Source: an optimization exercise on an open RTL-to-GDS flow (aim: small area, a short achievable clock period and few clock cycles per item). Production flows keep margins and buffers that such runs may drop. Only simulation tests tie the RTL to the original design; equivalence was not proved. Power is estimated from default activity; no workload was simulated.

Setup of before:
==> flow/design.v (excerpt) <==
module MiniCalc2Core (
    input  wire        Clk,
    input  wire        Reset,
    input  wire [0:7]  Instruction,
    input  wire [0:31] InputA,
    output wire [0:31] OutputA,
    output wire [0:31] StackFirst,
    output wire [0:31] StackSecond,
    output wire [0:4]  StackSize,
    input  wire        Execute,
    output wire        Ready,
    output wire        StackEmpty,
    output wire        OperationalError,
    output reg         ErrorStackUnderflow,
    output reg         ErrorInvalidArg,
    output reg         ErrorInvalidInstr,
    output reg         ErrorOverflow
);
    localparam [7:0] OP_NOP    = 8'h0F;
    localparam [7:0] OP_ECHO   = 8'h1F;
    localparam [7:0] OP_PUSH   = 8'h01;
    localparam [7:0] OP_POP    = 8'h02;
    localparam [7:0] OP_COPY   = 8'h03;
    localparam [7:0] OP_ADD    = 8'h04;
    localparam [7:0] OP_SUB    = 8'h05;
    localparam [7:0] OP_MUL    = 8'h06;
    localparam [7:0] OP_DIV    = 8'h08;
    localparam [7:0] OP_SWAP   = 8'h09;
    localparam [7:0] OP_MOD    = 8'h0A;
    localparam [7:0] OP_GET    = 8'h20;
    localparam [7:0] OP_ADDROT = 8'h21;
    localparam [7:0] OP_LEN    = 8'h22;
    localparam [7:0] OP_FLA    = 8'h24;
    localparam [7:0] OP_CLS    = 8'h80;
    reg st_get, st_mul, st_dit, st_neg;
    wire idle = ~(st_get | st_mul | st_dit | st_neg);
    reg [31:0] oa, s1, s2;
    reg [4:0]  n;
    reg [4:0]  nm3;       
    reg [4:0]  gaddr;     
    reg [3:0]  cnt;
    reg        dneg;
    reg        dmod;
    reg        dhi;
    wire [7:0]  op = Instruction;
    wire [31:0] in = InputA;
    assign OutputA          = oa;
    assign StackFirst       = s1;
    assign StackSecond      = s2;
    assign StackSize        = n;
    assign Ready            = idle;
    assign StackEmpty       = (n == 5'd0);
    assign OperationalError = ErrorStackUnderflow | ErrorInvalidArg | ErrorInvalidInstr | ErrorOverflow;
    wire n_eq0  = (n == 5'd0);
    wire n_le1  = (n[4:1] == 4'd0);
    wire n_ge2  = ~n_le1;
    wire n_ge3  = n_ge2 & ~(n == 5'd2);
    wire n_eq31 = (n == 5'd31);
  ...
Size: ~5900 cells after synthesis, about 1100 flip-flops, about 150 I/O pins, about 66000 sq um of cells after synthesis.
Settings: LEC_CHECK=0, CAP_MARGIN=20, CORE_MARGIN=2, CORE_UTILIZATION=40, PLACE_DENSITY=0.6, SETUP_SLACK_MARGIN=5, SLEW_MARGIN=20, SYNTH_HIERARCHICAL=1; clock period 10.0 ns.
run.sh (not shown) runs the stock make flow with config.mk's settings and CLKGATE_MAP_FILE= SYNTH_SCRIPT=/design/flow/synth_recipe.tcl, a recipe that flattens the netlist after the stock synthesis.
Testbench counts of before, summed over its fixed seeds: cycles 9,947, instrs 6,400.
> inputs changed (before -> after)
# before
export LEC_CHECK = 0
export CAP_MARGIN = 20
export CORE_MARGIN = 2
export CORE_UTILIZATION = 40
export PLACE_DENSITY = 0.6
export SETUP_SLACK_MARGIN = 5
export SLEW_MARGIN = 20
export SYNTH_HIERARCHICAL = 1
create_clock -name core_clock -period 10.0 [get_ports {Clk}]
# after
export LEC_CHECK = 0
export CAP_MARGIN = 20
export CORE_MARGIN = 2
export CORE_UTILIZATION = 40
export CTS_CLUSTER_DIAMETER = 100
export CTS_CLUSTER_SIZE = 24
export PLACE_DENSITY = 0.6
export SETUP_SLACK_MARGIN = 5
export SLEW_MARGIN = 20
export SYNTH_HIERARCHICAL = 1
create_clock -name core_clock -period 10.0 [get_ports {Clk}]
==> flow/flow/run.sh (new file) <==
#!/bin/bash
# Layout flow: the standard flow (standard.sh) with one change: the port
# buffers that global placement inserts are sky130_fd_sc_hd__buf_4 cells
# instead of the default pick (clkdlybuf4s50_1, a slow delay cell that the
# later resizing, limited to the same footprint, cannot replace). Every port
# still gets its buffer. ORFS writes each step's full log under orfs/logs/;
# make's own output goes to make.log in this folder.
set -euo pipefail
bash standard.sh "BUFFER_PORTS_ARGS=-buffer_cell sky130_fd_sc_hd__buf_4" finish > make.log 2>&1
==> flow/standard.sh (new file) <==
#!/bin/bash
# synth_recipe.tcl (not shown) runs the flow's synth.tcl, then flattens the netlist and writes it again
# the make line also repeats each setting of config.mk as NAME=value (left out here)
make -C /OpenROAD-flow-scripts/flow DESIGN_CONFIG=/design/flow/config.mk WORK_HOME=/design/flow/orfs CLKGATE_MAP_FILE= SYNTH_SCRIPT=/design/flow/synth_recipe.tcl "${@:-finish}"
removed: flow/run.sh
[summary]
- before → after: initial antenna violation count moved down; clock share of power moved down; power moved down; via count of the first global-routing pass moved down; global-route usage level.
- Routed wire length shrinks slightly when moving from before to after.

-- static timing again, ports no longer ideal --
How much do the figures lean on ideal ports? The routed layouts below were timed once more, with nothing changed but the port constraints. Step 1 assumes that a clkbuf_16 drives the clock port and a buf_2 every other input. Step 2 times the ports against the registers' clock, not the clock port: input delays grow and output delays shrink by t, the midpoint of the rising clock arrivals with the driver on. Three values: no drivers, after step 1, after step 2; two values: the first two.
run	shift t [ns]	setup slack, ns	hold WS [ns]	worst setup path at the end	clock arrival spread, ns
before	0.842	4.519 / 4.519 / 4.197	0.508 / 0.508 / 0.508	input to register	0.096 / 0.096
after	0.791	4.377 / 4.377 / 4.377	0.525 / 0.525 / 0.525	register to register	0.124 / 0.124
After both steps setup and hold are still met in every run listed. The setup slack of before, which loses most, moves by 0.000 ns with the drivers and by -0.322 ns with both steps.
